This is an optimization exercise on Yosys and OpenROAD, whose aim is small area, not a production implementation. Function was checked by simulation only, so behaviour that the tests miss may differ from the original. Power and IR drop assume default switching activity.

==> design.v <==
module PrefixCarry (
    input  [31:0] g,
    input  [31:0] p,
    input         cin,
    output [32:0] c
);
    logic [31:0] G [0:5];
    logic [31:0] P [0:5];
    always_comb begin
        G[0] = g;
        P[0] = p;
        G[0][0] = g[0] | (p[0] & cin);
        for (int l = 0; l < 5; l++) begin
            G[l+1] = G[l];
            P[l+1] = P[l];
            for (int i = 0; i < 32; i++)
                if ((i % (2 << l)) == (2 << l) - 1) begin
                    G[l+1][i] = G[l][i] | (P[l][i] & G[l][i - (1 << l)]);
                    P[l+1][i] = P[l][i] & P[l][i - (1 << l)];
                end
        end
    end
    logic [31:0] D [0:4];
    always_comb begin
        D[4] = G[5];
        for (int l = 3; l >= 0; l--) begin
            D[l] = D[l+1];
            for (int i = 0; i < 32; i++)
                if ((i % (2 << l)) == (1 << l) - 1 && i >= (2 << l))
                    D[l][i] = D[l+1][i] | (P[l][i] & D[l+1][i - (1 << l)]);
        end
    end
    assign c = {D[0], cin};
endmodule
module ShiftCore (
    input  [31:0] bq,
    input  [31:0] bb,
    input         sel,
    input  [4:0]  r,
    input         wrap,
    input         asr,
    input  [31:0] keep,
    output [31:0] yn
);
    wire [31:0] b = sel ? bq : bb;
    wire fill = asr & b[31];
    logic [31:0] s [0:5];
    assign s[0] = b;
    genvar k, i;
    generate for (k = 0; k < 5; k++) begin : st
        for (i = 0; i < 32; i++) begin : bt
            if (i + (1 << k) < 32) begin : in_range
                assign s[k+1][i] = r[k] ? s[k][i + (1 << k)] : s[k][i];
            end else begin : wrapped
                assign s[k+1][i] = r[k] ? (wrap ? s[k][i + (1 << k) - 32] : fill) : s[k][i];
            end
        end
    end endgenerate
    assign yn = ~(s[5] & keep);
endmodule
module ALU (
    input [31:0] aBus,
    input [31:0] barrelOutput,
    input clk,
    input [3:0] aluOp,
    input updateFlags,
    input carryFlag, zeroFlag, overflowFlag, negativeFlag,
    output newCarryFlag, newZeroFlag, newOverflowFlag, newNegativeFlag,
    output [31:0] aluBus
);
    logic [3:0] op;
    always_ff @(posedge clk) op <= aluOp;
    function automatic logic member(input logic [3:0] v, input logic [15:0] set);
        member = set[v];
    endfunction
    wire [3:0] k;
    assign k[0] = member(op, 16'b1000_0100_1100_1100);   
    assign k[1] = member(op, 16'b0011_1010_0011_0010);   
    assign k[2] = member(op, 16'b1101_1010_0011_0010);   
    assign k[3] = member(op, 16'b0011_0101_1100_1101);   
    wire arith  = member(op, 16'b0000_1100_1111_1100);
    wire invA   = member(op, 16'b0000_0000_1000_1000);   
    wire cinOne = member(op, 16'b0000_0100_0000_1100);   
    wire useC   = member(op, 16'b0000_0000_1110_0000);   
    wire gA  = arith & ~invA;
    wire gNA = arith & invA;
    wire cin = cinOne | (useC & carryFlag);
    logic [31:0] p, g;
    always_comb begin
        for (int i = 0; i < 32; i++) begin
            p[i] = k[{aBus[i], barrelOutput[i]}];
            g[i] = ~p[i] & (aBus[i] ? gA : gNA);
        end
    end
    wire [32:0] c;
    PrefixCarry pc (.g(g), .p(p), .cin(cin), .c(c));
    wire [31:0] res = p ^ c[31:0];
    assign aluBus = res;
    assign newCarryFlag    = updateFlags ? c[32] : carryFlag;
    assign newOverflowFlag = updateFlags ? (c[32] ^ c[31]) : overflowFlag;
    assign newZeroFlag     = updateFlags ? (res == 32'd0) : zeroFlag;
    assign newNegativeFlag = updateFlags ? res[31] : negativeFlag;
endmodule
module BarrelShifter(
    input clk,
    input [31:0] b_bus,
    input [1:0] shift_type,
    input [4:0] shift_amount_imm,
    input [7:0] shift_amount_reg,
    input reg_shift,
    output logic [31:0] alu_input
);
    logic [31:0] b_q;
    logic [1:0]  t_q;
    logic [4:0]  n_q;
    logic        big_q;
    wire reg_big = |shift_amount_reg[7:5];
    always_ff @(posedge clk) begin
        b_q   <= b_bus;
        t_q   <= shift_type;
        n_q   <= shift_amount_reg[4:0] | {5{reg_big & (shift_type == 2'b10)}};
        big_q <= reg_big & ~shift_type[1];
    end
    wire [1:0]  t    = reg_shift ? t_q : shift_type;
    wire [4:0]  n    = reg_shift ? n_q : shift_amount_imm;
    wire        zero = reg_shift & big_q;
    wire left = (t == 2'b00);
    wire wrap = (t == 2'b11) | left;    
    wire asr  = (t == 2'b10);
    wire [4:0] r = left ? (5'd0 - n) : n;
    logic [7:0] LT, EQ;
    logic [3:0] LE;
    always_comb begin
        for (int h = 0; h < 8; h++) begin
            LT[h] = ~zero & (~left | (n[4:2] < h));
            EQ[h] = ~zero & left & (n[4:2] == h);
        end
        for (int l = 0; l < 4; l++)
            LE[l] = (n[1:0] <= l);
    end
    logic [31:0] keep;
    always_comb
        for (int i = 0; i < 32; i++)
            keep[i] = LT[i/4] | EQ[i/4] & LE[i%4];
    wire [31:0] yn;
    ShiftCore core (
        .bq(b_q), .bb(b_bus), .sel(reg_shift), .r(r),
        .wrap(wrap), .asr(asr), .keep(keep), .yn(yn)
    );
    assign alu_input = ~yn;
endmodule
module BranchHandler (
    input overflow_flag,
    input carry_flag,
    input zero_flag,
    input negative_flag,
    input[3:0] op_condition_flag,
    output logic should_branch
);
    logic base;
    wire nv = negative_flag ~^ overflow_flag;
    always_comb begin
        case (op_condition_flag[3:1])
            3'd0: base = zero_flag;
            3'd1: base = carry_flag;
            3'd2: base = negative_flag;
            3'd3: base = overflow_flag;
            3'd4: base = carry_flag & ~zero_flag;
            3'd5: base = nv;
            3'd6: base = ~zero_flag & nv;
            default: base = 1'b1;
        endcase
    end
    assign should_branch = base ^ op_condition_flag[0];
endmodule
module ARM7Execute (
    input         clk,
    input  [31:0] a_bus,
    input  [31:0] b_bus,
    input  [1:0]  shift_type,
    input  [4:0]  shift_amount_imm,
    input  [7:0]  shift_amount_reg,
    input         reg_shift,
    input  [3:0]  alu_op,
    input         update_flags,
    input         carry_flag,
    input         zero_flag,
    input         overflow_flag,
    input         negative_flag,
    input  [3:0]  cond,
    output [31:0] alu_bus,
    output        new_carry_flag,
    output        new_zero_flag,
    output        new_overflow_flag,
    output        new_negative_flag,
    output        cond_pass
);
    wire [31:0] shifter_out;
    BarrelShifter barrelShifter (
        .clk(clk),
        .b_bus(b_bus),
        .shift_type(shift_type),
        .shift_amount_imm(shift_amount_imm),
        .shift_amount_reg(shift_amount_reg),
        .reg_shift(reg_shift),
        .alu_input(shifter_out)
    );
    ALU alu (
        .aBus(a_bus),
        .barrelOutput(shifter_out),
        .clk(clk),
        .aluOp(alu_op),
        .updateFlags(update_flags),
        .carryFlag(carry_flag),
        .zeroFlag(zero_flag),
        .overflowFlag(overflow_flag),
        .negativeFlag(negative_flag),
        .newCarryFlag(new_carry_flag),
        .newZeroFlag(new_zero_flag),
        .newOverflowFlag(new_overflow_flag),
        .newNegativeFlag(new_negative_flag),
        .aluBus(alu_bus)
    );
    BranchHandler branchHandler (
        .overflow_flag(overflow_flag),
        .carry_flag(carry_flag),
        .zero_flag(zero_flag),
        .negative_flag(negative_flag),
        .op_condition_flag(cond),
        .should_branch(cond_pass)
    );
endmodule
==> flow/run.sh <==
#!/bin/bash
# Standard ORFS layout with these changes:
# - the design's ShiftCore module is replaced by flow/ShiftCore_mapped.v, the
#   same function already mapped to sky130hd cells (written by
#   gen/gen_shiftcore.py); synthesis keeps those cells as they are;
# - synthesis maps the rest with ABC's area mapper (flow/abc_area.script)
#   and skips Yosys's full-adder extraction;
# - the port buffers are the library's smallest buffer (buf_1).
# Every other step is the standard one.
set -euo pipefail
W=$PWD
mkdir -p "$W/orfs_scripts"
cp -r "$FLOW_HOME/scripts/." "$W/orfs_scripts/"
cp "$W/flow/abc_area.script" "$W/orfs_scripts/abc_area.script"
awk '/^module ShiftCore/{skip=1} !skip{print} /^endmodule/{skip=0}' "$W/design.v" > "$W/design_mapped.v"
cat "$W/flow/ShiftCore_mapped.v" >> "$W/design_mapped.v"
grep -c "sky130_fd_sc_hd__" "$W/design_mapped.v" > "$W/mapped_cells.txt"
bash standard.sh VERILOG_FILES="$W/design_mapped.v" SCRIPTS_DIR="$W/orfs_scripts" ABC_AREA=1 ADDER_MAP_FILE= synth > "$W/synth.log" 2>&1
bash standard.sh VERILOG_FILES="$W/design_mapped.v" "BUFFER_PORTS_ARGS=-buffer_cell sky130_fd_sc_hd__buf_1" > "$W/layout.log" 2>&1
==> flow/ShiftCore_mapped.v <==
module ShiftCore (
  input  [31:0] bq,
  input  [31:0] bb,
  input         sel,
  input  [4:0]  r,
  input         wrap,
  input         asr,
  input  [31:0] keep,
  output [31:0] yn
);
  wire seln;
  wire [4:0] rn;
  wire [31:0] x0;
  wire fill;
  wire wfi;
  wire wft;
  wire [31:0] x1;
  wire wfr0;
  wire gk0;
  wire [31:0] x2;
  wire wfr1;
  wire gk1;
  wire [31:0] x3;
  wire wfr2;
  wire gk2;
  wire [31:0] x4;
  wire wfr3;
  wire gk3;
  wire [31:0] x5;
  wire wfr4;
  wire gk4;
  sky130_fd_sc_hd__clkinv_1 u_seln (.A(sel), .Y(seln));
  sky130_fd_sc_hd__clkinv_1 u_rn0 (.A(r[0]), .Y(rn[0]));
  sky130_fd_sc_hd__clkinv_1 u_rn1 (.A(r[1]), .Y(rn[1]));
  sky130_fd_sc_hd__clkinv_1 u_rn2 (.A(r[2]), .Y(rn[2]));
  sky130_fd_sc_hd__clkinv_1 u_rn3 (.A(r[3]), .Y(rn[3]));
  sky130_fd_sc_hd__clkinv_1 u_rn4 (.A(r[4]), .Y(rn[4]));
  sky130_fd_sc_hd__o22ai_1 u_s0_0 (.A1(bb[0]), .A2(sel), .B1(bq[0]), .B2(seln), .Y(x0[0]));
  sky130_fd_sc_hd__o22ai_1 u_s0_1 (.A1(bb[1]), .A2(sel), .B1(bq[1]), .B2(seln), .Y(x0[1]));
  sky130_fd_sc_hd__o22ai_1 u_s0_2 (.A1(bb[2]), .A2(sel), .B1(bq[2]), .B2(seln), .Y(x0[2]));
  sky130_fd_sc_hd__o22ai_1 u_s0_3 (.A1(bb[3]), .A2(sel), .B1(bq[3]), .B2(seln), .Y(x0[3]));
  sky130_fd_sc_hd__o22ai_1 u_s0_4 (.A1(bb[4]), .A2(sel), .B1(bq[4]), .B2(seln), .Y(x0[4]));
  sky130_fd_sc_hd__o22ai_1 u_s0_5 (.A1(bb[5]), .A2(sel), .B1(bq[5]), .B2(seln), .Y(x0[5]));
  sky130_fd_sc_hd__o22ai_1 u_s0_6 (.A1(bb[6]), .A2(sel), .B1(bq[6]), .B2(seln), .Y(x0[6]));
  sky130_fd_sc_hd__o22ai_1 u_s0_7 (.A1(bb[7]), .A2(sel), .B1(bq[7]), .B2(seln), .Y(x0[7]));
  sky130_fd_sc_hd__o22ai_1 u_s0_8 (.A1(bb[8]), .A2(sel), .B1(bq[8]), .B2(seln), .Y(x0[8]));
  sky130_fd_sc_hd__o22ai_1 u_s0_9 (.A1(bb[9]), .A2(sel), .B1(bq[9]), .B2(seln), .Y(x0[9]));
  sky130_fd_sc_hd__o22ai_1 u_s0_10 (.A1(bb[10]), .A2(sel), .B1(bq[10]), .B2(seln), .Y(x0[10]));
  sky130_fd_sc_hd__o22ai_1 u_s0_11 (.A1(bb[11]), .A2(sel), .B1(bq[11]), .B2(seln), .Y(x0[11]));
  sky130_fd_sc_hd__o22ai_1 u_s0_12 (.A1(bb[12]), .A2(sel), .B1(bq[12]), .B2(seln), .Y(x0[12]));
  sky130_fd_sc_hd__o22ai_1 u_s0_13 (.A1(bb[13]), .A2(sel), .B1(bq[13]), .B2(seln), .Y(x0[13]));
  sky130_fd_sc_hd__o22ai_1 u_s0_14 (.A1(bb[14]), .A2(sel), .B1(bq[14]), .B2(seln), .Y(x0[14]));
  sky130_fd_sc_hd__o22ai_1 u_s0_15 (.A1(bb[15]), .A2(sel), .B1(bq[15]), .B2(seln), .Y(x0[15]));
  sky130_fd_sc_hd__o22ai_1 u_s0_16 (.A1(bb[16]), .A2(sel), .B1(bq[16]), .B2(seln), .Y(x0[16]));
  sky130_fd_sc_hd__o22ai_1 u_s0_17 (.A1(bb[17]), .A2(sel), .B1(bq[17]), .B2(seln), .Y(x0[17]));
  sky130_fd_sc_hd__o22ai_1 u_s0_18 (.A1(bb[18]), .A2(sel), .B1(bq[18]), .B2(seln), .Y(x0[18]));
  sky130_fd_sc_hd__o22ai_1 u_s0_19 (.A1(bb[19]), .A2(sel), .B1(bq[19]), .B2(seln), .Y(x0[19]));
  sky130_fd_sc_hd__o22ai_1 u_s0_20 (.A1(bb[20]), .A2(sel), .B1(bq[20]), .B2(seln), .Y(x0[20]));
  sky130_fd_sc_hd__o22ai_1 u_s0_21 (.A1(bb[21]), .A2(sel), .B1(bq[21]), .B2(seln), .Y(x0[21]));
  sky130_fd_sc_hd__o22ai_1 u_s0_22 (.A1(bb[22]), .A2(sel), .B1(bq[22]), .B2(seln), .Y(x0[22]));
  sky130_fd_sc_hd__o22ai_1 u_s0_23 (.A1(bb[23]), .A2(sel), .B1(bq[23]), .B2(seln), .Y(x0[23]));
  sky130_fd_sc_hd__o22ai_1 u_s0_24 (.A1(bb[24]), .A2(sel), .B1(bq[24]), .B2(seln), .Y(x0[24]));
  sky130_fd_sc_hd__o22ai_1 u_s0_25 (.A1(bb[25]), .A2(sel), .B1(bq[25]), .B2(seln), .Y(x0[25]));
  sky130_fd_sc_hd__o22ai_1 u_s0_26 (.A1(bb[26]), .A2(sel), .B1(bq[26]), .B2(seln), .Y(x0[26]));
  sky130_fd_sc_hd__o22ai_1 u_s0_27 (.A1(bb[27]), .A2(sel), .B1(bq[27]), .B2(seln), .Y(x0[27]));
  sky130_fd_sc_hd__o22ai_1 u_s0_28 (.A1(bb[28]), .A2(sel), .B1(bq[28]), .B2(seln), .Y(x0[28]));
  sky130_fd_sc_hd__o22ai_1 u_s0_29 (.A1(bb[29]), .A2(sel), .B1(bq[29]), .B2(seln), .Y(x0[29]));
  sky130_fd_sc_hd__o22ai_1 u_s0_30 (.A1(bb[30]), .A2(sel), .B1(bq[30]), .B2(seln), .Y(x0[30]));
  sky130_fd_sc_hd__o22ai_1 u_s0_31 (.A1(bb[31]), .A2(sel), .B1(bq[31]), .B2(seln), .Y(x0[31]));
  sky130_fd_sc_hd__nor2b_1 u_fill (.A(x0[31]), .B_N(asr), .Y(fill));
  sky130_fd_sc_hd__nor2_1 u_wfi (.A(wrap), .B(fill), .Y(wfi));
  sky130_fd_sc_hd__nor2b_1 u_wft (.A(wrap), .B_N(fill), .Y(wft));
  sky130_fd_sc_hd__or2_0 u_wfr0 (.A(wfi), .B(rn[0]), .X(wfr0));
  sky130_fd_sc_hd__or2_0 u_gk0 (.A(wrap), .B(wfr0), .X(gk0));
  sky130_fd_sc_hd__o22ai_1 u_r0_0 (.A1(x0[0]), .A2(r[0]), .B1(x0[1]), .B2(rn[0]), .Y(x1[0]));
  sky130_fd_sc_hd__o22ai_1 u_r0_1 (.A1(x0[1]), .A2(r[0]), .B1(x0[2]), .B2(rn[0]), .Y(x1[1]));
  sky130_fd_sc_hd__o22ai_1 u_r0_2 (.A1(x0[2]), .A2(r[0]), .B1(x0[3]), .B2(rn[0]), .Y(x1[2]));
  sky130_fd_sc_hd__o22ai_1 u_r0_3 (.A1(x0[3]), .A2(r[0]), .B1(x0[4]), .B2(rn[0]), .Y(x1[3]));
  sky130_fd_sc_hd__o22ai_1 u_r0_4 (.A1(x0[4]), .A2(r[0]), .B1(x0[5]), .B2(rn[0]), .Y(x1[4]));
  sky130_fd_sc_hd__o22ai_1 u_r0_5 (.A1(x0[5]), .A2(r[0]), .B1(x0[6]), .B2(rn[0]), .Y(x1[5]));
  sky130_fd_sc_hd__o22ai_1 u_r0_6 (.A1(x0[6]), .A2(r[0]), .B1(x0[7]), .B2(rn[0]), .Y(x1[6]));
  sky130_fd_sc_hd__o22ai_1 u_r0_7 (.A1(x0[7]), .A2(r[0]), .B1(x0[8]), .B2(rn[0]), .Y(x1[7]));
  sky130_fd_sc_hd__o22ai_1 u_r0_8 (.A1(x0[8]), .A2(r[0]), .B1(x0[9]), .B2(rn[0]), .Y(x1[8]));
  sky130_fd_sc_hd__o22ai_1 u_r0_9 (.A1(x0[9]), .A2(r[0]), .B1(x0[10]), .B2(rn[0]), .Y(x1[9]));
  sky130_fd_sc_hd__o22ai_1 u_r0_10 (.A1(x0[10]), .A2(r[0]), .B1(x0[11]), .B2(rn[0]), .Y(x1[10]));
  sky130_fd_sc_hd__o22ai_1 u_r0_11 (.A1(x0[11]), .A2(r[0]), .B1(x0[12]), .B2(rn[0]), .Y(x1[11]));
  sky130_fd_sc_hd__o22ai_1 u_r0_12 (.A1(x0[12]), .A2(r[0]), .B1(x0[13]), .B2(rn[0]), .Y(x1[12]));
  sky130_fd_sc_hd__o22ai_1 u_r0_13 (.A1(x0[13]), .A2(r[0]), .B1(x0[14]), .B2(rn[0]), .Y(x1[13]));
  sky130_fd_sc_hd__o22ai_1 u_r0_14 (.A1(x0[14]), .A2(r[0]), .B1(x0[15]), .B2(rn[0]), .Y(x1[14]));
  sky130_fd_sc_hd__o22ai_1 u_r0_15 (.A1(x0[15]), .A2(r[0]), .B1(x0[16]), .B2(rn[0]), .Y(x1[15]));
  sky130_fd_sc_hd__o22ai_1 u_r0_16 (.A1(x0[16]), .A2(r[0]), .B1(x0[17]), .B2(rn[0]), .Y(x1[16]));
  sky130_fd_sc_hd__o22ai_1 u_r0_17 (.A1(x0[17]), .A2(r[0]), .B1(x0[18]), .B2(rn[0]), .Y(x1[17]));
  sky130_fd_sc_hd__o22ai_1 u_r0_18 (.A1(x0[18]), .A2(r[0]), .B1(x0[19]), .B2(rn[0]), .Y(x1[18]));
  sky130_fd_sc_hd__o22ai_1 u_r0_19 (.A1(x0[19]), .A2(r[0]), .B1(x0[20]), .B2(rn[0]), .Y(x1[19]));
  sky130_fd_sc_hd__o22ai_1 u_r0_20 (.A1(x0[20]), .A2(r[0]), .B1(x0[21]), .B2(rn[0]), .Y(x1[20]));
  sky130_fd_sc_hd__o22ai_1 u_r0_21 (.A1(x0[21]), .A2(r[0]), .B1(x0[22]), .B2(rn[0]), .Y(x1[21]));
  sky130_fd_sc_hd__o22ai_1 u_r0_22 (.A1(x0[22]), .A2(r[0]), .B1(x0[23]), .B2(rn[0]), .Y(x1[22]));
  sky130_fd_sc_hd__o22ai_1 u_r0_23 (.A1(x0[23]), .A2(r[0]), .B1(x0[24]), .B2(rn[0]), .Y(x1[23]));
  sky130_fd_sc_hd__o22ai_1 u_r0_24 (.A1(x0[24]), .A2(r[0]), .B1(x0[25]), .B2(rn[0]), .Y(x1[24]));
  sky130_fd_sc_hd__o22ai_1 u_r0_25 (.A1(x0[25]), .A2(r[0]), .B1(x0[26]), .B2(rn[0]), .Y(x1[25]));
  sky130_fd_sc_hd__o22ai_1 u_r0_26 (.A1(x0[26]), .A2(r[0]), .B1(x0[27]), .B2(rn[0]), .Y(x1[26]));
  sky130_fd_sc_hd__o22ai_1 u_r0_27 (.A1(x0[27]), .A2(r[0]), .B1(x0[28]), .B2(rn[0]), .Y(x1[27]));
  sky130_fd_sc_hd__o22ai_1 u_r0_28 (.A1(x0[28]), .A2(r[0]), .B1(x0[29]), .B2(rn[0]), .Y(x1[28]));
  sky130_fd_sc_hd__o22ai_1 u_r0_29 (.A1(x0[29]), .A2(r[0]), .B1(x0[30]), .B2(rn[0]), .Y(x1[29]));
  sky130_fd_sc_hd__o22ai_1 u_r0_30 (.A1(x0[30]), .A2(r[0]), .B1(x0[31]), .B2(rn[0]), .Y(x1[30]));
  sky130_fd_sc_hd__o221ai_1 u_r0_31 (.A1(x0[31]), .A2(r[0]), .B1(x0[0]), .B2(wfr0), .C1(gk0), .Y(x1[31]));
  sky130_fd_sc_hd__or2_0 u_wfr1 (.A(wft), .B(rn[1]), .X(wfr1));
  sky130_fd_sc_hd__or2_0 u_gk1 (.A(wrap), .B(wfr1), .X(gk1));
  sky130_fd_sc_hd__o22ai_1 u_r1_0 (.A1(x1[0]), .A2(r[1]), .B1(x1[2]), .B2(rn[1]), .Y(x2[0]));
  sky130_fd_sc_hd__o22ai_1 u_r1_1 (.A1(x1[1]), .A2(r[1]), .B1(x1[3]), .B2(rn[1]), .Y(x2[1]));
  sky130_fd_sc_hd__o22ai_1 u_r1_2 (.A1(x1[2]), .A2(r[1]), .B1(x1[4]), .B2(rn[1]), .Y(x2[2]));
  sky130_fd_sc_hd__o22ai_1 u_r1_3 (.A1(x1[3]), .A2(r[1]), .B1(x1[5]), .B2(rn[1]), .Y(x2[3]));
  sky130_fd_sc_hd__o22ai_1 u_r1_4 (.A1(x1[4]), .A2(r[1]), .B1(x1[6]), .B2(rn[1]), .Y(x2[4]));
  sky130_fd_sc_hd__o22ai_1 u_r1_5 (.A1(x1[5]), .A2(r[1]), .B1(x1[7]), .B2(rn[1]), .Y(x2[5]));
  sky130_fd_sc_hd__o22ai_1 u_r1_6 (.A1(x1[6]), .A2(r[1]), .B1(x1[8]), .B2(rn[1]), .Y(x2[6]));
  sky130_fd_sc_hd__o22ai_1 u_r1_7 (.A1(x1[7]), .A2(r[1]), .B1(x1[9]), .B2(rn[1]), .Y(x2[7]));
  sky130_fd_sc_hd__o22ai_1 u_r1_8 (.A1(x1[8]), .A2(r[1]), .B1(x1[10]), .B2(rn[1]), .Y(x2[8]));
  sky130_fd_sc_hd__o22ai_1 u_r1_9 (.A1(x1[9]), .A2(r[1]), .B1(x1[11]), .B2(rn[1]), .Y(x2[9]));
  sky130_fd_sc_hd__o22ai_1 u_r1_10 (.A1(x1[10]), .A2(r[1]), .B1(x1[12]), .B2(rn[1]), .Y(x2[10]));
  sky130_fd_sc_hd__o22ai_1 u_r1_11 (.A1(x1[11]), .A2(r[1]), .B1(x1[13]), .B2(rn[1]), .Y(x2[11]));
  sky130_fd_sc_hd__o22ai_1 u_r1_12 (.A1(x1[12]), .A2(r[1]), .B1(x1[14]), .B2(rn[1]), .Y(x2[12]));
  sky130_fd_sc_hd__o22ai_1 u_r1_13 (.A1(x1[13]), .A2(r[1]), .B1(x1[15]), .B2(rn[1]), .Y(x2[13]));
  sky130_fd_sc_hd__o22ai_1 u_r1_14 (.A1(x1[14]), .A2(r[1]), .B1(x1[16]), .B2(rn[1]), .Y(x2[14]));
  sky130_fd_sc_hd__o22ai_1 u_r1_15 (.A1(x1[15]), .A2(r[1]), .B1(x1[17]), .B2(rn[1]), .Y(x2[15]));
  sky130_fd_sc_hd__o22ai_1 u_r1_16 (.A1(x1[16]), .A2(r[1]), .B1(x1[18]), .B2(rn[1]), .Y(x2[16]));
  sky130_fd_sc_hd__o22ai_1 u_r1_17 (.A1(x1[17]), .A2(r[1]), .B1(x1[19]), .B2(rn[1]), .Y(x2[17]));
  sky130_fd_sc_hd__o22ai_1 u_r1_18 (.A1(x1[18]), .A2(r[1]), .B1(x1[20]), .B2(rn[1]), .Y(x2[18]));
  sky130_fd_sc_hd__o22ai_1 u_r1_19 (.A1(x1[19]), .A2(r[1]), .B1(x1[21]), .B2(rn[1]), .Y(x2[19]));
  sky130_fd_sc_hd__o22ai_1 u_r1_20 (.A1(x1[20]), .A2(r[1]), .B1(x1[22]), .B2(rn[1]), .Y(x2[20]));
  sky130_fd_sc_hd__o22ai_1 u_r1_21 (.A1(x1[21]), .A2(r[1]), .B1(x1[23]), .B2(rn[1]), .Y(x2[21]));
  sky130_fd_sc_hd__o22ai_1 u_r1_22 (.A1(x1[22]), .A2(r[1]), .B1(x1[24]), .B2(rn[1]), .Y(x2[22]));
  sky130_fd_sc_hd__o22ai_1 u_r1_23 (.A1(x1[23]), .A2(r[1]), .B1(x1[25]), .B2(rn[1]), .Y(x2[23]));
  sky130_fd_sc_hd__o22ai_1 u_r1_24 (.A1(x1[24]), .A2(r[1]), .B1(x1[26]), .B2(rn[1]), .Y(x2[24]));
  sky130_fd_sc_hd__o22ai_1 u_r1_25 (.A1(x1[25]), .A2(r[1]), .B1(x1[27]), .B2(rn[1]), .Y(x2[25]));
  sky130_fd_sc_hd__o22ai_1 u_r1_26 (.A1(x1[26]), .A2(r[1]), .B1(x1[28]), .B2(rn[1]), .Y(x2[26]));
  sky130_fd_sc_hd__o22ai_1 u_r1_27 (.A1(x1[27]), .A2(r[1]), .B1(x1[29]), .B2(rn[1]), .Y(x2[27]));
  sky130_fd_sc_hd__o22ai_1 u_r1_28 (.A1(x1[28]), .A2(r[1]), .B1(x1[30]), .B2(rn[1]), .Y(x2[28]));
  sky130_fd_sc_hd__o22ai_1 u_r1_29 (.A1(x1[29]), .A2(r[1]), .B1(x1[31]), .B2(rn[1]), .Y(x2[29]));
  sky130_fd_sc_hd__o221ai_1 u_r1_30 (.A1(x1[30]), .A2(r[1]), .B1(x1[0]), .B2(wfr1), .C1(gk1), .Y(x2[30]));
  sky130_fd_sc_hd__o221ai_1 u_r1_31 (.A1(x1[31]), .A2(r[1]), .B1(x1[1]), .B2(wfr1), .C1(gk1), .Y(x2[31]));
  sky130_fd_sc_hd__or2_0 u_wfr2 (.A(wfi), .B(rn[2]), .X(wfr2));
  sky130_fd_sc_hd__or2_0 u_gk2 (.A(wrap), .B(wfr2), .X(gk2));
  sky130_fd_sc_hd__o22ai_1 u_r2_0 (.A1(x2[0]), .A2(r[2]), .B1(x2[4]), .B2(rn[2]), .Y(x3[0]));
  sky130_fd_sc_hd__o22ai_1 u_r2_1 (.A1(x2[1]), .A2(r[2]), .B1(x2[5]), .B2(rn[2]), .Y(x3[1]));
  sky130_fd_sc_hd__o22ai_1 u_r2_2 (.A1(x2[2]), .A2(r[2]), .B1(x2[6]), .B2(rn[2]), .Y(x3[2]));
  sky130_fd_sc_hd__o22ai_1 u_r2_3 (.A1(x2[3]), .A2(r[2]), .B1(x2[7]), .B2(rn[2]), .Y(x3[3]));
  sky130_fd_sc_hd__o22ai_1 u_r2_4 (.A1(x2[4]), .A2(r[2]), .B1(x2[8]), .B2(rn[2]), .Y(x3[4]));
  sky130_fd_sc_hd__o22ai_1 u_r2_5 (.A1(x2[5]), .A2(r[2]), .B1(x2[9]), .B2(rn[2]), .Y(x3[5]));
  sky130_fd_sc_hd__o22ai_1 u_r2_6 (.A1(x2[6]), .A2(r[2]), .B1(x2[10]), .B2(rn[2]), .Y(x3[6]));
  sky130_fd_sc_hd__o22ai_1 u_r2_7 (.A1(x2[7]), .A2(r[2]), .B1(x2[11]), .B2(rn[2]), .Y(x3[7]));
  sky130_fd_sc_hd__o22ai_1 u_r2_8 (.A1(x2[8]), .A2(r[2]), .B1(x2[12]), .B2(rn[2]), .Y(x3[8]));
  sky130_fd_sc_hd__o22ai_1 u_r2_9 (.A1(x2[9]), .A2(r[2]), .B1(x2[13]), .B2(rn[2]), .Y(x3[9]));
  sky130_fd_sc_hd__o22ai_1 u_r2_10 (.A1(x2[10]), .A2(r[2]), .B1(x2[14]), .B2(rn[2]), .Y(x3[10]));
  sky130_fd_sc_hd__o22ai_1 u_r2_11 (.A1(x2[11]), .A2(r[2]), .B1(x2[15]), .B2(rn[2]), .Y(x3[11]));
  sky130_fd_sc_hd__o22ai_1 u_r2_12 (.A1(x2[12]), .A2(r[2]), .B1(x2[16]), .B2(rn[2]), .Y(x3[12]));
  sky130_fd_sc_hd__o22ai_1 u_r2_13 (.A1(x2[13]), .A2(r[2]), .B1(x2[17]), .B2(rn[2]), .Y(x3[13]));
  sky130_fd_sc_hd__o22ai_1 u_r2_14 (.A1(x2[14]), .A2(r[2]), .B1(x2[18]), .B2(rn[2]), .Y(x3[14]));
  sky130_fd_sc_hd__o22ai_1 u_r2_15 (.A1(x2[15]), .A2(r[2]), .B1(x2[19]), .B2(rn[2]), .Y(x3[15]));
  sky130_fd_sc_hd__o22ai_1 u_r2_16 (.A1(x2[16]), .A2(r[2]), .B1(x2[20]), .B2(rn[2]), .Y(x3[16]));
  sky130_fd_sc_hd__o22ai_1 u_r2_17 (.A1(x2[17]), .A2(r[2]), .B1(x2[21]), .B2(rn[2]), .Y(x3[17]));
  sky130_fd_sc_hd__o22ai_1 u_r2_18 (.A1(x2[18]), .A2(r[2]), .B1(x2[22]), .B2(rn[2]), .Y(x3[18]));
  sky130_fd_sc_hd__o22ai_1 u_r2_19 (.A1(x2[19]), .A2(r[2]), .B1(x2[23]), .B2(rn[2]), .Y(x3[19]));
  sky130_fd_sc_hd__o22ai_1 u_r2_20 (.A1(x2[20]), .A2(r[2]), .B1(x2[24]), .B2(rn[2]), .Y(x3[20]));
  sky130_fd_sc_hd__o22ai_1 u_r2_21 (.A1(x2[21]), .A2(r[2]), .B1(x2[25]), .B2(rn[2]), .Y(x3[21]));
  sky130_fd_sc_hd__o22ai_1 u_r2_22 (.A1(x2[22]), .A2(r[2]), .B1(x2[26]), .B2(rn[2]), .Y(x3[22]));
  sky130_fd_sc_hd__o22ai_1 u_r2_23 (.A1(x2[23]), .A2(r[2]), .B1(x2[27]), .B2(rn[2]), .Y(x3[23]));
  sky130_fd_sc_hd__o22ai_1 u_r2_24 (.A1(x2[24]), .A2(r[2]), .B1(x2[28]), .B2(rn[2]), .Y(x3[24]));
  sky130_fd_sc_hd__o22ai_1 u_r2_25 (.A1(x2[25]), .A2(r[2]), .B1(x2[29]), .B2(rn[2]), .Y(x3[25]));
  sky130_fd_sc_hd__o22ai_1 u_r2_26 (.A1(x2[26]), .A2(r[2]), .B1(x2[30]), .B2(rn[2]), .Y(x3[26]));
  sky130_fd_sc_hd__o22ai_1 u_r2_27 (.A1(x2[27]), .A2(r[2]), .B1(x2[31]), .B2(rn[2]), .Y(x3[27]));
  sky130_fd_sc_hd__o221ai_1 u_r2_28 (.A1(x2[28]), .A2(r[2]), .B1(x2[0]), .B2(wfr2), .C1(gk2), .Y(x3[28]));
  sky130_fd_sc_hd__o221ai_1 u_r2_29 (.A1(x2[29]), .A2(r[2]), .B1(x2[1]), .B2(wfr2), .C1(gk2), .Y(x3[29]));
  sky130_fd_sc_hd__o221ai_1 u_r2_30 (.A1(x2[30]), .A2(r[2]), .B1(x2[2]), .B2(wfr2), .C1(gk2), .Y(x3[30]));
  sky130_fd_sc_hd__o221ai_1 u_r2_31 (.A1(x2[31]), .A2(r[2]), .B1(x2[3]), .B2(wfr2), .C1(gk2), .Y(x3[31]));
  sky130_fd_sc_hd__or2_0 u_wfr3 (.A(wft), .B(rn[3]), .X(wfr3));
  sky130_fd_sc_hd__or2_0 u_gk3 (.A(wrap), .B(wfr3), .X(gk3));
  sky130_fd_sc_hd__o22ai_1 u_r3_0 (.A1(x3[0]), .A2(r[3]), .B1(x3[8]), .B2(rn[3]), .Y(x4[0]));
  sky130_fd_sc_hd__o22ai_1 u_r3_1 (.A1(x3[1]), .A2(r[3]), .B1(x3[9]), .B2(rn[3]), .Y(x4[1]));
  sky130_fd_sc_hd__o22ai_1 u_r3_2 (.A1(x3[2]), .A2(r[3]), .B1(x3[10]), .B2(rn[3]), .Y(x4[2]));
  sky130_fd_sc_hd__o22ai_1 u_r3_3 (.A1(x3[3]), .A2(r[3]), .B1(x3[11]), .B2(rn[3]), .Y(x4[3]));
  sky130_fd_sc_hd__o22ai_1 u_r3_4 (.A1(x3[4]), .A2(r[3]), .B1(x3[12]), .B2(rn[3]), .Y(x4[4]));
  sky130_fd_sc_hd__o22ai_1 u_r3_5 (.A1(x3[5]), .A2(r[3]), .B1(x3[13]), .B2(rn[3]), .Y(x4[5]));
  sky130_fd_sc_hd__o22ai_1 u_r3_6 (.A1(x3[6]), .A2(r[3]), .B1(x3[14]), .B2(rn[3]), .Y(x4[6]));
  sky130_fd_sc_hd__o22ai_1 u_r3_7 (.A1(x3[7]), .A2(r[3]), .B1(x3[15]), .B2(rn[3]), .Y(x4[7]));
  sky130_fd_sc_hd__o22ai_1 u_r3_8 (.A1(x3[8]), .A2(r[3]), .B1(x3[16]), .B2(rn[3]), .Y(x4[8]));
  sky130_fd_sc_hd__o22ai_1 u_r3_9 (.A1(x3[9]), .A2(r[3]), .B1(x3[17]), .B2(rn[3]), .Y(x4[9]));
  sky130_fd_sc_hd__o22ai_1 u_r3_10 (.A1(x3[10]), .A2(r[3]), .B1(x3[18]), .B2(rn[3]), .Y(x4[10]));
  sky130_fd_sc_hd__o22ai_1 u_r3_11 (.A1(x3[11]), .A2(r[3]), .B1(x3[19]), .B2(rn[3]), .Y(x4[11]));
  sky130_fd_sc_hd__o22ai_1 u_r3_12 (.A1(x3[12]), .A2(r[3]), .B1(x3[20]), .B2(rn[3]), .Y(x4[12]));
  sky130_fd_sc_hd__o22ai_1 u_r3_13 (.A1(x3[13]), .A2(r[3]), .B1(x3[21]), .B2(rn[3]), .Y(x4[13]));
  sky130_fd_sc_hd__o22ai_1 u_r3_14 (.A1(x3[14]), .A2(r[3]), .B1(x3[22]), .B2(rn[3]), .Y(x4[14]));
  sky130_fd_sc_hd__o22ai_1 u_r3_15 (.A1(x3[15]), .A2(r[3]), .B1(x3[23]), .B2(rn[3]), .Y(x4[15]));
  sky130_fd_sc_hd__o22ai_1 u_r3_16 (.A1(x3[16]), .A2(r[3]), .B1(x3[24]), .B2(rn[3]), .Y(x4[16]));
  sky130_fd_sc_hd__o22ai_1 u_r3_17 (.A1(x3[17]), .A2(r[3]), .B1(x3[25]), .B2(rn[3]), .Y(x4[17]));
  sky130_fd_sc_hd__o22ai_1 u_r3_18 (.A1(x3[18]), .A2(r[3]), .B1(x3[26]), .B2(rn[3]), .Y(x4[18]));
  sky130_fd_sc_hd__o22ai_1 u_r3_19 (.A1(x3[19]), .A2(r[3]), .B1(x3[27]), .B2(rn[3]), .Y(x4[19]));
  sky130_fd_sc_hd__o22ai_1 u_r3_20 (.A1(x3[20]), .A2(r[3]), .B1(x3[28]), .B2(rn[3]), .Y(x4[20]));
  sky130_fd_sc_hd__o22ai_1 u_r3_21 (.A1(x3[21]), .A2(r[3]), .B1(x3[29]), .B2(rn[3]), .Y(x4[21]));
  sky130_fd_sc_hd__o22ai_1 u_r3_22 (.A1(x3[22]), .A2(r[3]), .B1(x3[30]), .B2(rn[3]), .Y(x4[22]));
  sky130_fd_sc_hd__o22ai_1 u_r3_23 (.A1(x3[23]), .A2(r[3]), .B1(x3[31]), .B2(rn[3]), .Y(x4[23]));
  sky130_fd_sc_hd__o221ai_1 u_r3_24 (.A1(x3[24]), .A2(r[3]), .B1(x3[0]), .B2(wfr3), .C1(gk3), .Y(x4[24]));
  sky130_fd_sc_hd__o221ai_1 u_r3_25 (.A1(x3[25]), .A2(r[3]), .B1(x3[1]), .B2(wfr3), .C1(gk3), .Y(x4[25]));
  sky130_fd_sc_hd__o221ai_1 u_r3_26 (.A1(x3[26]), .A2(r[3]), .B1(x3[2]), .B2(wfr3), .C1(gk3), .Y(x4[26]));
  sky130_fd_sc_hd__o221ai_1 u_r3_27 (.A1(x3[27]), .A2(r[3]), .B1(x3[3]), .B2(wfr3), .C1(gk3), .Y(x4[27]));
  sky130_fd_sc_hd__o221ai_1 u_r3_28 (.A1(x3[28]), .A2(r[3]), .B1(x3[4]), .B2(wfr3), .C1(gk3), .Y(x4[28]));
  sky130_fd_sc_hd__o221ai_1 u_r3_29 (.A1(x3[29]), .A2(r[3]), .B1(x3[5]), .B2(wfr3), .C1(gk3), .Y(x4[29]));
  sky130_fd_sc_hd__o221ai_1 u_r3_30 (.A1(x3[30]), .A2(r[3]), .B1(x3[6]), .B2(wfr3), .C1(gk3), .Y(x4[30]));
  sky130_fd_sc_hd__o221ai_1 u_r3_31 (.A1(x3[31]), .A2(r[3]), .B1(x3[7]), .B2(wfr3), .C1(gk3), .Y(x4[31]));
  sky130_fd_sc_hd__or2_0 u_wfr4 (.A(wfi), .B(rn[4]), .X(wfr4));
  sky130_fd_sc_hd__or2_0 u_gk4 (.A(wrap), .B(wfr4), .X(gk4));
  sky130_fd_sc_hd__o22ai_1 u_r4_0 (.A1(x4[0]), .A2(r[4]), .B1(x4[16]), .B2(rn[4]), .Y(x5[0]));
  sky130_fd_sc_hd__o22ai_1 u_r4_1 (.A1(x4[1]), .A2(r[4]), .B1(x4[17]), .B2(rn[4]), .Y(x5[1]));
  sky130_fd_sc_hd__o22ai_1 u_r4_2 (.A1(x4[2]), .A2(r[4]), .B1(x4[18]), .B2(rn[4]), .Y(x5[2]));
  sky130_fd_sc_hd__o22ai_1 u_r4_3 (.A1(x4[3]), .A2(r[4]), .B1(x4[19]), .B2(rn[4]), .Y(x5[3]));
  sky130_fd_sc_hd__o22ai_1 u_r4_4 (.A1(x4[4]), .A2(r[4]), .B1(x4[20]), .B2(rn[4]), .Y(x5[4]));
  sky130_fd_sc_hd__o22ai_1 u_r4_5 (.A1(x4[5]), .A2(r[4]), .B1(x4[21]), .B2(rn[4]), .Y(x5[5]));
  sky130_fd_sc_hd__o22ai_1 u_r4_6 (.A1(x4[6]), .A2(r[4]), .B1(x4[22]), .B2(rn[4]), .Y(x5[6]));
  sky130_fd_sc_hd__o22ai_1 u_r4_7 (.A1(x4[7]), .A2(r[4]), .B1(x4[23]), .B2(rn[4]), .Y(x5[7]));
  sky130_fd_sc_hd__o22ai_1 u_r4_8 (.A1(x4[8]), .A2(r[4]), .B1(x4[24]), .B2(rn[4]), .Y(x5[8]));
  sky130_fd_sc_hd__o22ai_1 u_r4_9 (.A1(x4[9]), .A2(r[4]), .B1(x4[25]), .B2(rn[4]), .Y(x5[9]));
  sky130_fd_sc_hd__o22ai_1 u_r4_10 (.A1(x4[10]), .A2(r[4]), .B1(x4[26]), .B2(rn[4]), .Y(x5[10]));
  sky130_fd_sc_hd__o22ai_1 u_r4_11 (.A1(x4[11]), .A2(r[4]), .B1(x4[27]), .B2(rn[4]), .Y(x5[11]));
  sky130_fd_sc_hd__o22ai_1 u_r4_12 (.A1(x4[12]), .A2(r[4]), .B1(x4[28]), .B2(rn[4]), .Y(x5[12]));
  sky130_fd_sc_hd__o22ai_1 u_r4_13 (.A1(x4[13]), .A2(r[4]), .B1(x4[29]), .B2(rn[4]), .Y(x5[13]));
  sky130_fd_sc_hd__o22ai_1 u_r4_14 (.A1(x4[14]), .A2(r[4]), .B1(x4[30]), .B2(rn[4]), .Y(x5[14]));
  sky130_fd_sc_hd__o22ai_1 u_r4_15 (.A1(x4[15]), .A2(r[4]), .B1(x4[31]), .B2(rn[4]), .Y(x5[15]));
  sky130_fd_sc_hd__o221ai_1 u_r4_16 (.A1(x4[16]), .A2(r[4]), .B1(x4[0]), .B2(wfr4), .C1(gk4), .Y(x5[16]));
  sky130_fd_sc_hd__o221ai_1 u_r4_17 (.A1(x4[17]), .A2(r[4]), .B1(x4[1]), .B2(wfr4), .C1(gk4), .Y(x5[17]));
  sky130_fd_sc_hd__o221ai_1 u_r4_18 (.A1(x4[18]), .A2(r[4]), .B1(x4[2]), .B2(wfr4), .C1(gk4), .Y(x5[18]));
  sky130_fd_sc_hd__o221ai_1 u_r4_19 (.A1(x4[19]), .A2(r[4]), .B1(x4[3]), .B2(wfr4), .C1(gk4), .Y(x5[19]));
  sky130_fd_sc_hd__o221ai_1 u_r4_20 (.A1(x4[20]), .A2(r[4]), .B1(x4[4]), .B2(wfr4), .C1(gk4), .Y(x5[20]));
  sky130_fd_sc_hd__o221ai_1 u_r4_21 (.A1(x4[21]), .A2(r[4]), .B1(x4[5]), .B2(wfr4), .C1(gk4), .Y(x5[21]));
  sky130_fd_sc_hd__o221ai_1 u_r4_22 (.A1(x4[22]), .A2(r[4]), .B1(x4[6]), .B2(wfr4), .C1(gk4), .Y(x5[22]));
  sky130_fd_sc_hd__o221ai_1 u_r4_23 (.A1(x4[23]), .A2(r[4]), .B1(x4[7]), .B2(wfr4), .C1(gk4), .Y(x5[23]));
  sky130_fd_sc_hd__o221ai_1 u_r4_24 (.A1(x4[24]), .A2(r[4]), .B1(x4[8]), .B2(wfr4), .C1(gk4), .Y(x5[24]));
  sky130_fd_sc_hd__o221ai_1 u_r4_25 (.A1(x4[25]), .A2(r[4]), .B1(x4[9]), .B2(wfr4), .C1(gk4), .Y(x5[25]));
  sky130_fd_sc_hd__o221ai_1 u_r4_26 (.A1(x4[26]), .A2(r[4]), .B1(x4[10]), .B2(wfr4), .C1(gk4), .Y(x5[26]));
  sky130_fd_sc_hd__o221ai_1 u_r4_27 (.A1(x4[27]), .A2(r[4]), .B1(x4[11]), .B2(wfr4), .C1(gk4), .Y(x5[27]));
  sky130_fd_sc_hd__o221ai_1 u_r4_28 (.A1(x4[28]), .A2(r[4]), .B1(x4[12]), .B2(wfr4), .C1(gk4), .Y(x5[28]));
  sky130_fd_sc_hd__o221ai_1 u_r4_29 (.A1(x4[29]), .A2(r[4]), .B1(x4[13]), .B2(wfr4), .C1(gk4), .Y(x5[29]));
  sky130_fd_sc_hd__o221ai_1 u_r4_30 (.A1(x4[30]), .A2(r[4]), .B1(x4[14]), .B2(wfr4), .C1(gk4), .Y(x5[30]));
  sky130_fd_sc_hd__o221ai_1 u_r4_31 (.A1(x4[31]), .A2(r[4]), .B1(x4[15]), .B2(wfr4), .C1(gk4), .Y(x5[31]));
  sky130_fd_sc_hd__nand2_1 u_k0 (.A(x5[0]), .B(keep[0]), .Y(yn[0]));
  sky130_fd_sc_hd__nand2_1 u_k1 (.A(x5[1]), .B(keep[1]), .Y(yn[1]));
  sky130_fd_sc_hd__nand2_1 u_k2 (.A(x5[2]), .B(keep[2]), .Y(yn[2]));
  sky130_fd_sc_hd__nand2_1 u_k3 (.A(x5[3]), .B(keep[3]), .Y(yn[3]));
  sky130_fd_sc_hd__nand2_1 u_k4 (.A(x5[4]), .B(keep[4]), .Y(yn[4]));
  sky130_fd_sc_hd__nand2_1 u_k5 (.A(x5[5]), .B(keep[5]), .Y(yn[5]));
  sky130_fd_sc_hd__nand2_1 u_k6 (.A(x5[6]), .B(keep[6]), .Y(yn[6]));
  sky130_fd_sc_hd__nand2_1 u_k7 (.A(x5[7]), .B(keep[7]), .Y(yn[7]));
  sky130_fd_sc_hd__nand2_1 u_k8 (.A(x5[8]), .B(keep[8]), .Y(yn[8]));
  sky130_fd_sc_hd__nand2_1 u_k9 (.A(x5[9]), .B(keep[9]), .Y(yn[9]));
  sky130_fd_sc_hd__nand2_1 u_k10 (.A(x5[10]), .B(keep[10]), .Y(yn[10]));
  sky130_fd_sc_hd__nand2_1 u_k11 (.A(x5[11]), .B(keep[11]), .Y(yn[11]));
  sky130_fd_sc_hd__nand2_1 u_k12 (.A(x5[12]), .B(keep[12]), .Y(yn[12]));
  sky130_fd_sc_hd__nand2_1 u_k13 (.A(x5[13]), .B(keep[13]), .Y(yn[13]));
  sky130_fd_sc_hd__nand2_1 u_k14 (.A(x5[14]), .B(keep[14]), .Y(yn[14]));
  sky130_fd_sc_hd__nand2_1 u_k15 (.A(x5[15]), .B(keep[15]), .Y(yn[15]));
  sky130_fd_sc_hd__nand2_1 u_k16 (.A(x5[16]), .B(keep[16]), .Y(yn[16]));
  sky130_fd_sc_hd__nand2_1 u_k17 (.A(x5[17]), .B(keep[17]), .Y(yn[17]));
  sky130_fd_sc_hd__nand2_1 u_k18 (.A(x5[18]), .B(keep[18]), .Y(yn[18]));
  sky130_fd_sc_hd__nand2_1 u_k19 (.A(x5[19]), .B(keep[19]), .Y(yn[19]));
  sky130_fd_sc_hd__nand2_1 u_k20 (.A(x5[20]), .B(keep[20]), .Y(yn[20]));
  sky130_fd_sc_hd__nand2_1 u_k21 (.A(x5[21]), .B(keep[21]), .Y(yn[21]));
  sky130_fd_sc_hd__nand2_1 u_k22 (.A(x5[22]), .B(keep[22]), .Y(yn[22]));
  sky130_fd_sc_hd__nand2_1 u_k23 (.A(x5[23]), .B(keep[23]), .Y(yn[23]));
  sky130_fd_sc_hd__nand2_1 u_k24 (.A(x5[24]), .B(keep[24]), .Y(yn[24]));
  sky130_fd_sc_hd__nand2_1 u_k25 (.A(x5[25]), .B(keep[25]), .Y(yn[25]));
  sky130_fd_sc_hd__nand2_1 u_k26 (.A(x5[26]), .B(keep[26]), .Y(yn[26]));
  sky130_fd_sc_hd__nand2_1 u_k27 (.A(x5[27]), .B(keep[27]), .Y(yn[27]));
  sky130_fd_sc_hd__nand2_1 u_k28 (.A(x5[28]), .B(keep[28]), .Y(yn[28]));
  sky130_fd_sc_hd__nand2_1 u_k29 (.A(x5[29]), .B(keep[29]), .Y(yn[29]));
  sky130_fd_sc_hd__nand2_1 u_k30 (.A(x5[30]), .B(keep[30]), .Y(yn[30]));
  sky130_fd_sc_hd__nand2_1 u_k31 (.A(x5[31]), .B(keep[31]), .Y(yn[31]));
endmodule
==> flow/abc_area.script <==
strash
dch -f
amap
strash
dch -f
amap
topo
==> standard.sh <==
#!/bin/bash
# synth_recipe.tcl (not shown) runs the flow's synth.tcl, then flattens the netlist and writes it again
# the make line also repeats each setting of config.mk as NAME=value (left out here)
make -C /OpenROAD-flow-scripts/flow DESIGN_CONFIG=/design/flow/config.mk WORK_HOME=/design/flow/orfs CLKGATE_MAP_FILE= SYNTH_SCRIPT=/design/flow/synth_recipe.tcl "${@:-finish}"
==> config.mk <==
export PLATFORM = sky130hd
export DESIGN_NAME = ARM7Execute
export DESIGN_NICKNAME = ARM7Execute
export VERILOG_FILES = /design/flow/design.v
export SDC_FILE = /design/flow/constraint.sdc
export NUM_CORES = 4
export LEC_CHECK = 0
export ABC_AREA = 1
export CAP_MARGIN = 0
export CORE_MARGIN = 2
export CORE_UTILIZATION = 40
export CTS_BUF_LIST = sky130_fd_sc_hd__clkbuf_8
export SETUP_SLACK_MARGIN = -0.3
export SLEW_MARGIN = 0
==> constraint.sdc <==
create_clock -name core_clock -period 13.0 [get_ports {clk}]
set_input_delay 2.6000 -clock core_clock [delete_from_list [all_inputs] [get_ports {clk}]]
set_output_delay 2.6000 -clock core_clock [all_outputs]
set_load 0.01 [all_outputs]
==> metrics list, run 1 <==
* Startpoint kind of the worst setup timing path: input port
* Number of optimization iterations in the first detailed-route pass: 5
- Dividing the synthesized area by the synthesized cell count gives 6.34 um2.
* Initial core utilization: 0.413
- Leaving out fill and tap cells, the most frequent cells in the layout are sky130_fd_sc_hd__o22ai_1, sky130_fd_sc_hd__buf_1, sky130_fd_sc_hd__clkinv_1.
* Number of pins with negative max-slew slack in the final report: 0
- Initial DRC Count: ~680
- By startpoint and endpoint, the worst setup path is classified as input port to output pin.
- Total leakage power: ~1.9 nW
* CP max stage cell: sky130_fd_sc_hd__or2_0
* Count of H-tree levels built during CTS: 2
* Number of global-route vias before repair: 6,020
- Remaining design rule violation count: 0
- Final hold analysis gives a worst-case slack of 2390 ps.
* Horizontal die dimension: 116 um
- Period Utilization, post-route: 0.959
- Area of the core region: 12,100 um2
- Synthesized-area fraction occupied by ao, oa, aoi and oai cells: 0.581
* Cell internal power dissipation: 399 uW
- Comb pwr share: 0.701
- WL/cell: between 15 and 20 um
- The routed design has between 15,000 and 20,000 um of wire.
* HPWL Detailed: approximately 14,000 um
- Measured along the y axis, the die boundary spans between 100 and 150 um.
- Overall overflow remaining after global route: 0
- Run status: finished clean
* Yosys warns: 7
* Max_slew headroom: 0.466
- The number of hold violations in the final report came to 0.
- Input and output buffers added on the ports amount to 130.
* Fraction of final layout cells with drive strength greater than 1: 0.0543
- Number of inserted filler cells in the final layout: 1,322
- Power Dens Cells: 134 nW/um2
* Combinational family with the most area after synthesis: compound AO/OA/AOI/OAI gates
- Of the total synthesized cell area, the portion taken by XOR and XNOR cells is 0.
* Post-cts hold buffer count: 0
- At the end of routability-driven placement, the weighted congestion stood at 0.966.
* Clock network power share: 0.124
* Site row count: 40
- The most numerous cell type found on the critical path is sky130_fd_sc_hd__clkinv_1.
- Compared with the post-synthesis result, the final layout area differs by 22.5%.
* Psw: 424 uW
- Critical path data arrival time: ~9900 ps
- Setup violations remaining at the end of the flow were counted as 0.
- The share of total power dissipated in sequential elements is 0.176.
- The number of antenna violations at the first check in global routing is 0.
- During I/O placement, the number of pins put on the boundary was around 130.
- Number of antenna repair diodes: 0
- Most common library cell in the layout ignoring fill and taps: sky130_fd_sc_hd__o22ai_1
- Counting instances, the worst hold path has a depth of 1.
- Nets: 1,050
* Measured slew at the worst slew-check pin: 792 ps
- The first global-routing pass estimated 29,600 um of wire.
- At the end of the flow the core is filled with cells to 0.506.
- Simple-gate area share of the yosys netlist: 0.148
- Max-cap violations in this run came to 0.
* Clock transition at the registers of the reported paths: roughly 80 ps
* Total number of vias: 6,951
- Clock tree synthesis inserted a total of 5 buffers.
- No sink is reached through more buffers than the 2 on the longest clock path.
- The die covers 13,400 um2.
* Vias per cell: ~6.2
- In this run the worst hold path is classified as input port to flop.
- Gate count of the mapped netlist: 789
* Gr usage total: 0.270
- The routed design could run at a clock period as short as 12,470 ps.
- Sequential-to-total area share from yosys stat: 0.176
* Distinct cell type count of the synthesized netlist: 26
- The cell sitting at the root of the clock tree is a sky130_fd_sc_hd__clkbuf_8.
- Clock tree from TritonCTS: done
* CP peak stage delay: 450 ps
- VDD sags by at most 68.4 uV.
- Register bit count reported by yosys: 44
- Entering global routing, the biggest net connects 35 pins.
- Share of synthesized area spent on multiplexers: 0
- Top achievable clock speed: 0.0802 GHz
- Of the total power, the share spent switching nets is 0.515.
* Number of nets produced by synthesis: 883
- In this run the remaining antenna-violating nets after routing total 0.
- Fraction of the mapped netlist area in adder cells: 0
- Kind of end point of the critical path: output pin
- Along the worst path, the maximum fanout reaches 9.
- Data required time of the worst path: 10,400 ps
* Combined area of all synthesized cells: 5000 um2
- The tree built by TritonCTS fans out to 44 sinks.
-- per-stage QoR --
step	TNS, ps	total power [mW]	instances	worst slack, ps	instance area, um2
finish	0	0.823	1125	529	6120
global route	-293	0.896	1125	-293	6120
CTS	0	0.808	1122	130	6040
detailed placement	0	0.705	1114	194	5930
global placement	0	0.706	1114	534	5930
floorplan	-244	0.543	789	-244	5020
-- state kept, by name, indices dropped and copies added (netlist names) --
signal               count
barrelShifter.b_q       32
barrelShifter.t_q        2
barrelShifter.big_q      1
barrelShifter.n_q        5
alu.op                   4
-- kinds of logic (layout without fill, tap and decap cells) --
logic type / count (synthesis) / in the layout
flops: 44 / 44
simple gates: 172 / 172
compound gates: 447 / 447
buf+inv: 126 / 294
-- cell type report --
| cell class | count | area (um2) | area share |
|---|---|---|---|
| timing repair inverter | 1 | 7.51 | 0.00123 |
| clock buffer | 5 | 68.8 | 0.0112 |
| clock inverter | 3 | 38.8 | 0.00633 |
| tap | 168 | 210 | 0.0343 |
| sequential | 44 | 881 | 0.144 |
| multi-input combinational | 619 | 3720 | 0.608 |
| inverter | 126 | 480 | 0.0784 |
| timing repair buffer | 159 | 717 | 0.117 |
-- synth_stat cells --
master / n / area share
sky130_fd_sc_hd__o22ai_1: 252 / 0.32
sky130_fd_sc_hd__nand3_1: 3 / 0.0030
sky130_fd_sc_hd__nand4_1: 2 / 0.0025
sky130_fd_sc_hd__a21oi_1: 42 / 0.042
sky130_fd_sc_hd__nor2b_1: 3 / 0.0038
sky130_fd_sc_hd__o21a_1: 5 / 0.0075
sky130_fd_sc_hd__or2_0: 18 / 0.023
sky130_fd_sc_hd__o32ai_1: 2 / 0.0035
sky130_fd_sc_hd__clkinv_1: 126 / 0.095
sky130_fd_sc_hd__o31a_1: 1 / 0.0018
sky130_fd_sc_hd__a32oi_1: 1 / 0.0018
sky130_fd_sc_hd__nor2_1: 74 / 0.056
sky130_fd_sc_hd__dfxtp_1: 44 / 0.18
sky130_fd_sc_hd__o21ai_0: 47 / 0.047
sky130_fd_sc_hd__a221oi_1: 3 / 0.0053
sky130_fd_sc_hd__nor4_1: 10 / 0.013
sky130_fd_sc_hd__nand2_1: 57 / 0.043
sky130_fd_sc_hd__o221ai_1: 42 / 0.074
sky130_fd_sc_hd__nor3_1: 4 / 0.0040
sky130_fd_sc_hd__a221o_1: 1 / 0.0020
sky130_fd_sc_hd__a22oi_1: 31 / 0.047
sky130_fd_sc_hd__nor3b_1: 1 / 0.0015
sky130_fd_sc_hd__a31oi_1: 8 / 0.010
sky130_fd_sc_hd__o221a_1: 7 / 0.016
sky130_fd_sc_hd__a222oi_1: 3 / 0.0060
sky130_fd_sc_hd__o31ai_1: 2 / 0.0030
-- critical path: cells and delay by family --
kind                   cells  cell delay (ps)
buffers and inverters     11             1600
AOI/OAI and AO/OA         16             3500
and+or+nand+nor           10             2170
-- path summary, 6_finish.rpt --
path	start	endpoint	slack (ps)
max	reg_shift	new_zero_flag	530
min	alu_op[2]	alu.op[2]	2390
-- per-layer routing --
layer	GRT usage	wire length, um
met5	0	0
met4	0.0500	214
met3	0.0439	1680
met2	0.418	8230
met1	0.400	8530
-- timing repair --
item                       4_1_cts  5_1_grt
gates resized for setup          0       14
setup buffers                    0        2
setup endpoints to repair        0        1
-- power by group through the flow --
| stage | registers [mW] | clock network, mW | logic [mW] |
|---|---|---|---|
| floorplan | 0.147 | 0 | 0.395 |
| global placement | 0.148 | 0 | 0.558 |
| detailed placement | 0.148 | 0 | 0.557 |
| CTS | 0.145 | 0.105 | 0.559 |
| global route | 0.146 | 0.110 | 0.641 |
| finish | 0.145 | 0.102 | 0.576 |
==> run 2, diff against run 1 <==
--- a/config.mk
+++ b/config.mk
@@ -10,5 +10,4 @@
 export CORE_MARGIN = 2
 export CORE_UTILIZATION = 40
 export CTS_BUF_LIST = sky130_fd_sc_hd__clkbuf_8
-export SETUP_SLACK_MARGIN = -0.3
 export SLEW_MARGIN = 0
==> run 2 against run 1 <==
Highest routed layer unchanged; power shrank 0.92%; clock power shrank 14%; first-iteration DRC count shrank 11%.
==> metrics list, run 2 <==
- Run status: finished clean
* Distinct cell type count of the synthesized netlist: 26
* Largest register FFs: 32
- Setup violations remaining at the end of the flow were counted as 0.
- The final count of pins violating max slew is 0.
- Data required time of the worst path: 10,400 ps
- In this run the cell area measured after placement is 5910 um2.
- In this run the deepest clock path goes through 2 buffers.
- Combined area of all synthesized cells: 5000 um2
* Gate count of the mapped netlist: 789
* Most frequent cells in the layout: sky130_fd_sc_hd__o22ai_1, sky130_fd_sc_hd__buf_1, sky130_fd_sc_hd__clkinv_1
* Yosys warns: 7
- Dividing the final minimum period by the clock period gives 0.945.
- Measured slew at the worst slew-check pin: 806 ps
* Clk Tree Root Cell: sky130_fd_sc_hd__clkbuf_8
- The total area inside the core boundary comes to 12,100 um2.
- Nets: roughly 1,000
- Cell types occupying the most area after synthesis: sky130_fd_sc_hd__o22ai_1, sky130_fd_sc_hd__dfxtp_1, sky130_fd_sc_hd__clkinv_1
- The multi-input combinational cells in the finished layout cover a total of between 3000 and 4000 um2.
- CP max stage cell: sky130_fd_sc_hd__or2_0
* Number of maximum-capacitance violations: 0
- Library cell occupying the most area in the post-synthesis netlist: sky130_fd_sc_hd__o22ai_1
- Hold is met by 2390 ps.
- Register containing the most flip-flops in the final layout: barrelShifter.b_q
- Sequential cell area: around 880 um2
* Accumulated negative setup slack: 0 ps
- Summing over every cut layer, the via total after detailed routing is between 6,000 and 7,000.
- A synthesized cell averages 6.34 um2.
- IR analysis of the VDD net gives a maximum drop of 64.0 uV.
- Startpoint kind of the worst setup timing path: input port
* Top achievable clock speed: 0.0814 GHz
- The floorplan has 40 rows.
- Number of nets produced by synthesis: just under 900
- Among all cell types in the netlist, the one instantiated most often is sky130_fd_sc_hd__o22ai_1.
* Count of H-tree levels built during CTS: 2
* Register bit count reported by yosys: 44
- Fraction of final layout cells with drive strength greater than 1: 0.0587
* Kind of end point of the critical path: output pin
- The library cell used most frequently in the layout, excluding fill and tap cells, is sky130_fd_sc_hd__o22ai_1.
* Power Dens Cells: 133 nW/um2
* Post-cts hold buffer count: 0
* Regs by FF count: barrelShifter.b_q: 32 flops, barrelShifter.n_q: 5 flops, alu.op: 4 flops
* WL/cell: 16.8 um
- Number of buffers created by CTS: 5
- In the synthesized netlist the dominant register cell turns out to be sky130_fd_sc_hd__dfxtp_1.
- Most Frequent Cell on Critical Path: sky130_fd_sc_hd__clkinv_1
* Number of antenna-violating nets in the routed design: 0
- CP peak stage delay: 320 ps
- Number of global-route vias before repair: 5,967
* Most numerous cell types in the synthesized netlist: sky130_fd_sc_hd__o22ai_1, sky130_fd_sc_hd__clkinv_1, sky130_fd_sc_hd__nor2_1
- Overall die height: 116 um
* Async S/R FF share, synth: 0
- The routed design has around 19,000 um of wire.
- After detailed routing, the number of remaining DRC violations is 0.
- Once layout is done, the placed cells without fillers occupy 6130 um2.
* I/O Pins: around 130
* Post-synthesis to final-layout area growth: 22.6%
- Max_slew headroom: 0.457
- For this block, the initial DRC count from the detailed router was 604.
* Number of flops mapped to enable cells by yosys: 0
- Gr usage total: 0.269
- Count of input and output buffers: 130
- After legalization and detailed placement, the total HPWL measured 14,700 um.
* Class of the most critical setup path: input port to output pin
- Fraction of post-synthesis cell area in the top cell type by area: 0.315
- Initial core utilization: 0.413
- The congestion estimate from routability-driven global placement came to 0.985.
* Sum of internal, switching and leakage power: 815 uW
- Clock tree from TritonCTS: done
- In this run the static leakage power is approximately 1.9 nW.
* Final critical delay including setup and external delays: 12,290 ps
- Clock Sinks: 44
* Wire length of the first global-routing pass: 29,300 um
- After clock tree synthesis, the clock-pin slew on the worst setup and hold paths is 80 ps.
- The first detailed-routing pass ran for 5 iterations.
* Sequential-to-total area share from yosys stat: 0.176
- Overall overflow remaining after global route: 0
- Worst min-delay path category: input port to flop
- Horizontal die dimension: 116 um
- Entering global routing, the biggest net connects 35 pins.
* Post-layout instance count excluding filler cells: between 1,000 and 1,500
- Number of hold violations in the final report: 0
- Number of inserted filler cells in the final layout: between 1,000 and 1,500
- Post-placement cell count: 1,111
- The number of antenna violations at the first check in global routing came to 1.
- For the worst setup path, the data arrival time is between 9000 and 10,000 ps.
* Total Die Area: 13,400 um2
- Critical Path Fanout Max: 29
- Dividing the detail-routed via count by the number of cells gives just over 6.
==> run 2: where the power goes <==
part / internal [mW] / switching [mW] / total [mW]
registers: 0.142 / 0.00260 / 0.145
clock network: 0.0424 / 0.0453 / 0.0877
logic: 0.200 / 0.382 / 0.583
==> run 2: worst paths after layout <==
path	startpoint	endpoint	cells after the start
max	reg_shift	new_zero_flag	37
min	alu_op[2]	alu.op[2]	1
==> run 2: final cells by class <==
cell class / count / area share
sequential: 44 / 0.144
clock inverter: 2 / 0.00163
timing repair buffer: 156 / 0.115
multi-input combinational: 619 / 0.611
timing repair inverter: 1 / 0.000817
antenna: 1 / 0.000408
inverter: 126 / 0.0794
tap: 168 / 0.0343
clock buffer: 6 / 0.0135
==> run 2: timing repair <==
action,CTS,global route
gates resized for setup,2,26
cloned,0,1
endpoints found under the setup margin,1,4
setup buffers,0,2
pin swaps,0,2
==> run 2: metrics by stage <==
stage / worst slack, ps / util
6_report: 712 / 0.506
4_1_cts: 86.9 / 0.497
3_5_place_dp: 5.73 / 0.488
3_3_place_gp: 314 / 0.488
5_1_grt: -51.4 / 0.506
2_1_floorplan: 60.4 / -
==> run 2: logic make-up after synthesis <==
| logic type | Yosys count | synth area share |
|---|---|---|
| DFF | 44 | 0.176 |
| buffers and inverters | 126 | 0.0946 |
| AOI/OAI and AO/OA | 447 | 0.581 |
| and+or+nand+nor | 172 | 0.148 |
==> run 2: routing by layer <==
metal | global-route usage | up-vias | part of all wire
met3 | 0.0586 | 18 | 0.095
met2 | 0.427 | 314 | 0.44
met4 | 0.0413 | 0 | 0.010
li1 | - | 3538 | -
met5 | 0 | - | 0
met1 | 0.384 | 3105 | 0.45
==> run 2: critical path: cells and delay by family <==
kind            cells  cell delay (ps)
compound gates     15             3370
buf+inv            11             1700
simple gates       11             1970

[port drivers added, routing unchanged]
No port has a modelled driver above. Below, the same layouts with a new extraction and two added sets of constraints.
Step 1 assumes that a clkbuf_16 drives the clock port and a buf_2 every other input.
Step 2, shift: input delay + t, output delay - t, t = (earliest + latest rising clock arrival at the registers) / 2. This alone moves slack from input paths to output paths.
Three values: ideal ports, drivers, drivers and shift; two values: the first two.
run | t (ns) | slack for setup (ns) | worst setup path at the end | clock arrival spread, ns | worst register clock-pin slew, ns
run 1 | 0.330 | 0.529 / 0.495 / 0.495 | input to output | 0.011 / 0.010 | 0.08 / 0.08
run 2 | 0.326 | 0.712 / 0.680 / 0.680 | input to output | 0.014 / 0.013 | 0.09 / 0.09
After both steps setup and hold are still met in every run listed. For run 1, which loses most, drivers alone change the setup slack by -0.034 ns; drivers and shift together by -0.034 ns.
